This is an optimization exercise on Yosys and OpenROAD, whose aim is small area, not a production implementation.
The RTL was checked by simulation tests, not by an equivalence proof against the original design.
Power figures rest on the tool's default switching activity, not on a simulated workload.

==> design.v <==
`timescale 1ns / 1ns
module alu_top(clk, a, b, s, result, zero);
input clk;
input [15:0] a, b;
input [3:0] s;
output reg [15:0] result;
output reg zero;
reg [15:0] a_q, b_q;
reg [3:0] s_q;
wire [15:0] alu_result;
wire alu_zero;
always @(posedge clk) begin
    a_q <= a;
    b_q <= b;
    s_q <= s;
    result <= alu_result;
    zero <= alu_zero;
end
alu u_alu(.a(a_q), .b(b_q), .s(s_q), .result(alu_result), .zero_detection(alu_zero));
endmodule

`timescale 1ns / 1ns
module three_to_one_mux(d0,d1,d2,s,y);
input [15:0] d0, d1, d2;
input [1:0] s;
output [15:0] y;
reg [15:0] y;
always@(d0 or d1 or d2 or s)
begin
case(s)
      2'b00  : y = d0;
      2'b01  : y = d1;
      2'b10  : y = d2;
      default : y = d0; 
endcase
end
endmodule
module rotate_right(n, value, result);
	input [15:0] n, value;
	output reg [15:0] result;
	reg [15:0] temp, temp2;
	always@(*)
	begin
		temp = 16'd0;
		temp2 = 16'd0;
		case(n[3:0])
			0:
				begin
				result = value;
				end
			1:
				begin
				temp = { {15 - 1 + 1{1'b0}}, value[1 - 1: 0] };
				temp2 = value >> 1;
				result = {temp[1 - 1: 0] , temp2[15 - 1: 0]};
				end
			2:
				begin
				temp = { {15 - 2 + 1{1'b0}}, value[2 - 1: 0] };
				temp2 = value >> 2;
				result = {temp[2 - 1: 0] , temp2[15 - 2: 0]};
				end
			3:
				begin
				temp = { {15 - 3 + 1{1'b0}}, value[3 - 1: 0] };
				temp2 = value >> 3;
				result = {temp[3 - 1: 0] , temp2[15 - 3: 0]};
				end
			4:
				begin
				temp = { {15 - 4 + 1{1'b0}}, value[4 - 1: 0] };
				temp2 = value >> 4;
				result = {temp[4 - 1: 0] , temp2[15 - 4: 0]};
				end
			5:
				begin
				temp = { {15 - 5 + 1{1'b0}}, value[5 - 1: 0] };
				temp2 = value >> 5;
				result = {temp[5 - 1: 0] , temp2[15 - 5: 0]};
				end
			6:
				begin
				temp = { {15 - 6 + 1{1'b0}}, value[6 - 1: 0] };
				temp2 = value >> 6;
				result = {temp[6 - 1: 0] , temp2[15 - 6: 0]};
				end
			7:
				begin
				temp = { {15 - 7 + 1{1'b0}}, value[7 - 1: 0] };
				temp2 = value >> 7;
				result = {temp[7 - 1: 0] , temp2[15 - 7: 0]};
				end
			8:
				begin
				temp = { {15 - 8 + 1{1'b0}}, value[8 - 1: 0] };
				temp2 = value >> 8;
				result = {temp[8 - 1: 0] , temp2[15 - 8: 0]};
				end
			9:
				begin
				temp = { {15 - 9 + 1{1'b0}}, value[9 - 1: 0] };
				temp2 = value >> 9;
				result = {temp[9 - 1: 0] , temp2[15 - 9: 0]};
				end
			10:
				begin
				temp = { {15 - 10 + 1{1'b0}}, value[10 - 1: 0] };
				temp2 = value >> 10;
				result = {temp[10 - 1: 0] , temp2[15 - 10: 0]};
				end
			11:
				begin
				temp = { {15 - 11 + 1{1'b0}}, value[11 - 1: 0] };
				temp2 = value >> 11;
				result = {temp[11 - 1: 0] , temp2[15 - 11: 0]};
				end
			12:
				begin
				temp = { {15 - 12 + 1{1'b0}}, value[12 - 1: 0] };
				temp2 = value >> 12;
				result = {temp[12 - 1: 0] , temp2[15 - 12: 0]};
				end
			13:
				begin
				temp = { {15 - 13 + 1{1'b0}}, value[13 - 1: 0] };
				temp2 = value >> 13;
				result = {temp[13 - 1: 0] , temp2[15 - 13: 0]};
				end
			14:
				begin
				temp = { {15 - 14 + 1{1'b0}}, value[14 - 1: 0] };
				temp2 = value >> 14;
				result = {temp[14 - 1: 0] , temp2[15 - 14: 0]};
				end
			15:
				begin
				temp = { {15 - 15 + 1{1'b0}}, value[15 - 1: 0] };
				temp2 = value >> 15;
				result = {temp[15 - 1: 0] , temp2[15 - 15: 0]};
				end
		endcase
	end
endmodule
module rotate_left(n, value, result);
	input [15:0] n, value;
	output reg [15:0] result;
	reg [15:0] temp, temp2;
	always@(*)
	begin
		temp = 16'd0;
		temp2 = 16'd0;
		case(n[3:0])
			0:
				begin
				result = value;
				end
			1:
				begin
				temp = { {15 - 1 + 1{1'b0}}, value[15:15 - 1 + 1] };
				temp2 = value << 1;
				result = {temp2[15:1] , temp[1 - 1:0]};
				end
			2:
				begin
				temp = { {15 - 2 + 1{1'b0}}, value[15:15 - 2 + 1] };
				temp2 = value << 2;
				result = {temp2[15:2] , temp[2 - 1:0]};
				end
			3:
				begin
				temp = { {15 - 3 + 1{1'b0}}, value[15:15 - 3 + 1] };
				temp2 = value << 3;
				result = {temp2[15:3] , temp[3 - 1:0]};
				end
			4:
				begin
				temp = { {15 - 4 + 1{1'b0}}, value[15:15 - 4 + 1] };
				temp2 = value << 4;
				result = {temp2[15:4] , temp[4 - 1:0]};
				end
			5:
				begin
				temp = { {15 - 5 + 1{1'b0}}, value[15:15 - 5 + 1] };
				temp2 = value << 5;
				result = {temp2[15:5] , temp[5 - 1:0]};
				end
			6:
				begin
				temp = { {15 - 6 + 1{1'b0}}, value[15:15 - 6 + 1] };
				temp2 = value << 6;
				result = {temp2[15:6] , temp[6 - 1:0]};
				end
			7:
				begin
				temp = { {15 - 7 + 1{1'b0}}, value[15:15 - 7 + 1] };
				temp2 = value << 7;
				result = {temp2[15:7] , temp[7 - 1:0]};
				end
			8:
				begin
				temp = { {15 - 8 + 1{1'b0}}, value[15:15 - 8 + 1] };
				temp2 = value << 8;
				result = {temp2[15:8] , temp[8 - 1:0]};
				end
			9:
				begin
				temp = { {15 - 9 + 1{1'b0}}, value[15:15 - 9 + 1] };
				temp2 = value << 9;
				result = {temp2[15:9] , temp[9 - 1:0]};
				end
			10:
				begin
				temp = { {15 - 10 + 1{1'b0}}, value[15:15 - 10 + 1] };
				temp2 = value << 10;
				result = {temp2[15:10] , temp[10 - 1:0]};
				end
			11:
				begin
				temp = { {15 - 11 + 1{1'b0}}, value[15:15 - 11 + 1] };
				temp2 = value << 11;
				result = {temp2[15:11] , temp[11 - 1:0]};
				end
			12:
				begin
				temp = { {15 - 12 + 1{1'b0}}, value[15:15 - 12 + 1] };
				temp2 = value << 12;
				result = {temp2[15:12] , temp[12 - 1:0]};
				end
			13:
				begin
				temp = { {15 - 13 + 1{1'b0}}, value[15:15 - 13 + 1] };
				temp2 = value << 13;
				result = {temp2[15:13] , temp[13 - 1:0]};
				end
			14:
				begin
				temp = { {15 - 14 + 1{1'b0}}, value[15:15 - 14 + 1] };
				temp2 = value << 14;
				result = {temp2[15:14] , temp[14 - 1:0]};
				end
			15:
				begin
				temp = { {15 - 15 + 1{1'b0}}, value[15:15 - 15 + 1] };
				temp2 = value << 15;
				result = {temp2[15:15] , temp[15 - 1:0]};
				end
		endcase
	end
endmodule
`timescale 1ns / 1ns
module alu(a,b,s,result,zero_detection);
input [15:0] a, b;
input [3:0] s;
output [15:0] result;
output reg zero_detection;
wire [15:0] rol_result, ror_result;
reg [15:0] other_result;
reg [1:0] mux_select;
wire [15:0] temp_result;
rotate_left rl1(.n(a), .value(b), .result(rol_result));
rotate_right rr1(.n(a), .value(b), .result(ror_result));
three_to_one_mux mux_1(.d0(rol_result),.d1(ror_result),.d2(other_result),.s(mux_select),.y(temp_result));
always@(*)
begin
 other_result = 16'd0;
 mux_select = 2'h2;
 case(s)
      4'b1111: begin other_result = a + b; mux_select = 3'h2;end   
      4'b1110: begin other_result = a - b; mux_select = 3'h2;end  
      4'b1101: begin other_result = a & b; mux_select = 3'h2;end 
      4'b1100: begin other_result = a | b; mux_select = 3'h2;end 
      4'b0001: begin other_result = a * b; mux_select = 3'h2;end
      4'b1100: begin other_result = a / b; mux_select = 3'h2;end
      4'b1010: begin other_result = a<<b; mux_select = 3'h2;end
      4'b1011: begin other_result = a>>b; mux_select = 3'h2;end
      4'b1000:    begin 
                  if (a < b) 
                        begin 
                              other_result = 16'd1; 
                              mux_select = 3'h2; 
                        end
                  else
                        begin
                              other_result = 0;
                              mux_select = 3'h2; 
                        end
                  end 
      4'b1001:    begin 
                  if(a > b) 
                        begin
                              other_result = 16'd1; 
                              mux_select = 3'h2;
                        end
                  else
                        begin
                              other_result = 0;
                              mux_select = 3'h2; 
                        end
                  end
      4'b1001: begin mux_select = 3'h0;end
      4'b1010: begin mux_select = 3'h1; end
      default: ;
endcase      
end 
always@(*)
begin
if(result == 0)
      zero_detection = 1;
else
      zero_detection = 0;
end 
assign result = temp_result;
endmodule
==> run.sh <==
#!/bin/bash
# synth_recipe.tcl (not shown) runs the flow's synth.tcl, then flattens the netlist and writes it again
# the make line also repeats each setting of config.mk as NAME=value (left out here)
make -C /OpenROAD-flow-scripts/flow DESIGN_CONFIG=/design/flow/config.mk WORK_HOME=/design/flow/orfs CLKGATE_MAP_FILE= SYNTH_SCRIPT=/design/flow/synth_recipe.tcl finish
==> config.mk <==
export PLATFORM = sky130hd
export DESIGN_NAME = alu_top
export DESIGN_NICKNAME = alu_top
export VERILOG_FILES = /design/flow/design.v
export SDC_FILE = /design/flow/constraint.sdc
export NUM_CORES = 4
export LEC_CHECK = 0
export CAP_MARGIN = 20
export CORE_MARGIN = 2
export CORE_UTILIZATION = 40
export SLEW_MARGIN = 20
==> constraint.sdc <==
create_clock -name core_clock -period 8.0 [get_ports {clk}]
set_input_delay 1.6000 -clock core_clock [delete_from_list [all_inputs] [get_ports {clk}]]
set_output_delay 1.6000 -clock core_clock [all_outputs]
set_load 0.01 [all_outputs]
==> run summary <==
-- metrics by stage --
step	hold slack (ns)	instances	setup WS [ns]	cell area, µm²
final	0.8228	1388	0.8548	9727
after global placement	0.7934	1380	1.027	9537
after floorplan	0.5635	1092	1.095	8812
after global routing	0.8641	1388	0.5096	9727
after CTS	0.8083	1388	0.8438	9727
after detailed placement	0.7999	1380	0.8790	9537
-- synth_stat cells, drive strengths merged, types with 5 or more instances --
cell type,instances,area share (%)
nand2b,5,0.35
dfxtp,53,12
xnor2,34,3.4
nor4,7,0.50
xor2,15,1.5
nor2b,8,0.57
or4,12,1.0
a21oi,59,3.4
o21ai,39,2.2
a21o,7,0.60
o21a,7,0.60
nor3b,5,0.43
or3,6,0.43
o311ai,5,0.50
o211ai,7,0.60
a211oi,7,0.60
nand2,111,4.7
nor2,119,5.1
mux4,15,3.9
o31ai,8,0.68
buf,15,1.3
a31oi,11,0.78
fa,81,18
ha,99,14
nand3,15,0.85
nor3,19,1.1
clkbuf,48,2.1
mux2i,16,1.8
o221ai,9,0.89
inv,156,6.6
mux2,11,1.5
a221oi,8,0.80
and2,5,0.35
-- cells by family (layout without fill, tap and decap cells) --
family	after synthesis	count (layout)	synth area share, %
DFF	53	53	12.04
buffers and inverters	222	238	10.09
adders and majority gates	180	180	32.46
and+or+nand+nor	337	337	17.61
AOI/OAI and AO/OA	209	209	15.66
muxes	42	42	7.269
xor gates and xnor gates	49	49	4.870
-- routing by layer --
metal	vias up	track usage (%)	share of wire, %
li1	3709	-	-
met1	4021	36.08	41
met2	458	43.03	46
met3	82	5.603	8.8
met4	0	10.36	4.2
met5	-	0	0
-- report_power, final --
part           internal (mW)  switching [mW]  total [mW]
Clock                  0.179           0.108       0.287
Combinational          0.736            1.08        1.82
Sequential             0.294          0.0369       0.330
-- worst paths after layout --
check / to / slack [ns] / cells after the start
setup / recovery: zero / 0.85 / 21
hold / removal: result[0] / 0.82 / 3
setup reg to reg: zero / 0.85 / 21
hold reg to reg: result[0] / 0.82 / 3
-- sequential cells by signal, indices dropped and copies added (netlist names) --
name / count
b_q: 16
result: 16
zero: 1
s_q: 4
a_q: 16
-- cell type report --
class                   instances  area (µm²)
clock inverters                 3       65.06
fillers                      2205       12030
flip-flops and latches         53        1062
repair buffers                 71       665.6
well taps                     280       350.3
inverters                     159       596.8
clock buffers                   5       125.1
multi-input cells             817        6862
-- worst max-delay path, cell delays in order, from the launching register on --
cell,delay (ns)
dfxtp_1,0.79
clkinv_1,0.57
nor2_1,0.28
fa_1,0.46
fa_1,0.44
ha_1,0.20
fa_1,0.48
inv_1,0.05
fa_1,0.50
fa_1,0.49
inv_1,0.04
ha_1,0.32
o21a_1,0.12
o21a_1,0.17
a21oi_1,0.16
xor2_1,0.21
nor2_1,0.08
nor4_1,0.42
o311ai_0,0.27
or4_1,0.52
or4_1,0.40
nor2_1,0.09
==> results.yml <==
timing:
  max_slew.worst_pin.slew_ns: 0.7414
  slew_viol_final: 0
  finalClockSkew_ns: 0.01073
  layout_min_cycle_time_ns: 7.145
  hold_viol: 0
  finalSetupTns_ns: 0
  rsz0062_at_grt: "false"
  finalCritPeriodShare_pct: 89.31
  max_freq_ghz: 0.1400
  slew_headroom_pct: 50.50
  setup_viol: 0
grt:
  grt_pass1_wl_mm: 48.38
  track_usage_pct: 26.98
  antenna_found_initial: 2
  grt_pass1_vias: 8149
  grt_max_degree: 44
  overflow: 0
flow_run:
  max_cap_violations: 0
clock_tree:
  cts_sinks: 53
  postCtsSetupRepairBufs: 0
  cts_root_buffer: "clkbuf_16"
  htreeDepth: 2
  cts_tree: "built"
  post_cts_resized: 0
  postCtsHoldBufs: 0
  path_clk_slew_ns: 0.07
  clk_latency_ns: 0.31
  clock_path_buffers: 2
  cts_buffers: 5
place:
  port_buffers: 53
  dpl.hpwl_mm: 25.20
  gp_congestion: 1.005
setup_path:
  critPathRequiredTime_ns: 8.25
  worstSetupEndpointType: "flip-flop"
  critPathLaunchType: "flip-flop"
  path_max_fanout: 14
  critical_path_arrival_ns: 7.40
  crit_path_start: "a_q[1]"
  r2r_start: "a_q[1]"
  crit_type: "reg -> reg"
route:
  viasPerCell: 5.958
  drcViolationCount: 0
  wl_mm: 31.76
  ant_nets: 0
  vias: 8270
  dr.pass1.iters: 5
  avgRoutedWirePerCell_um: 22.88
  first_iter_violations: 1015
synth:
  ys.flop_type: "dfxtp_1"
  synth-edff-count: 0
  yosysSeqAreaShare_pct: 12.04
  avgSynthCellArea_um2: 8.070
  syn_area_mm2: 0.008812
  syn_nets: 1309
  async_reset_ff_share_pct: 0
  synth_warnings: 5
  synth-seq-cells: 53
  ys_types: 77
  syn_inst: 1092
floorplanning:
  rows: 54
  fp.dieArea_mm2: 0.02323
  ioPinCount: 54
  die_w_um: 152.4
  core_mm2: 0.02176
  die_h_um: 152.4
  start_util_pct: 40.50
layout:
  final_core_util_pct: 44.71
  layout_common_cells: "inv_1, nor2_1, nand2_1, ha_1, fa_1"
  final_common_cell: "inv_1"
  drive_gt1_share_pct: 5.054
  final_nets: 1324
  antenna_cells: 0
  synthToLayoutAreaGrowth_pct: 10.38
pwr:
  p_leak_nw: 4.373
  power_density_mw_per_mm2: 250.7
  finalPower_mw: 2.438
  vdd_drop_max_uv: 185.3
min_path:
  hp-start: "s_q[3]"
  hp-class: "reg -> reg"
status:
  status: "complete, no violations"

[static timing again, ports no longer ideal]
No port has a modelled driver above. Below, the same layout with a new extraction and two added sets of constraints. Step 1 assumes that a clkbuf_16 drives the clock port and a buf_2 every other input. Step 2 adds t to the input delays and takes it off the output delays; t is the mean of the earliest and latest rising clock arrival at the registers after step 1. Input paths then give back, and output paths get back, about the clock's delay inside the block. a / b / c = ideal ports / drivers / drivers and shift; a / b = the first two.
t, ns: 0.351
slack for setup (ns): 0.855 / 0.855 / 0.855
worst slew at a driven data input, ns: 0.04
cell pins on the clock port's net: 1
After both steps this run still meets setup and hold. The setup slack of this run moves by 0.000 ns with the drivers and by 0.000 ns with both steps.
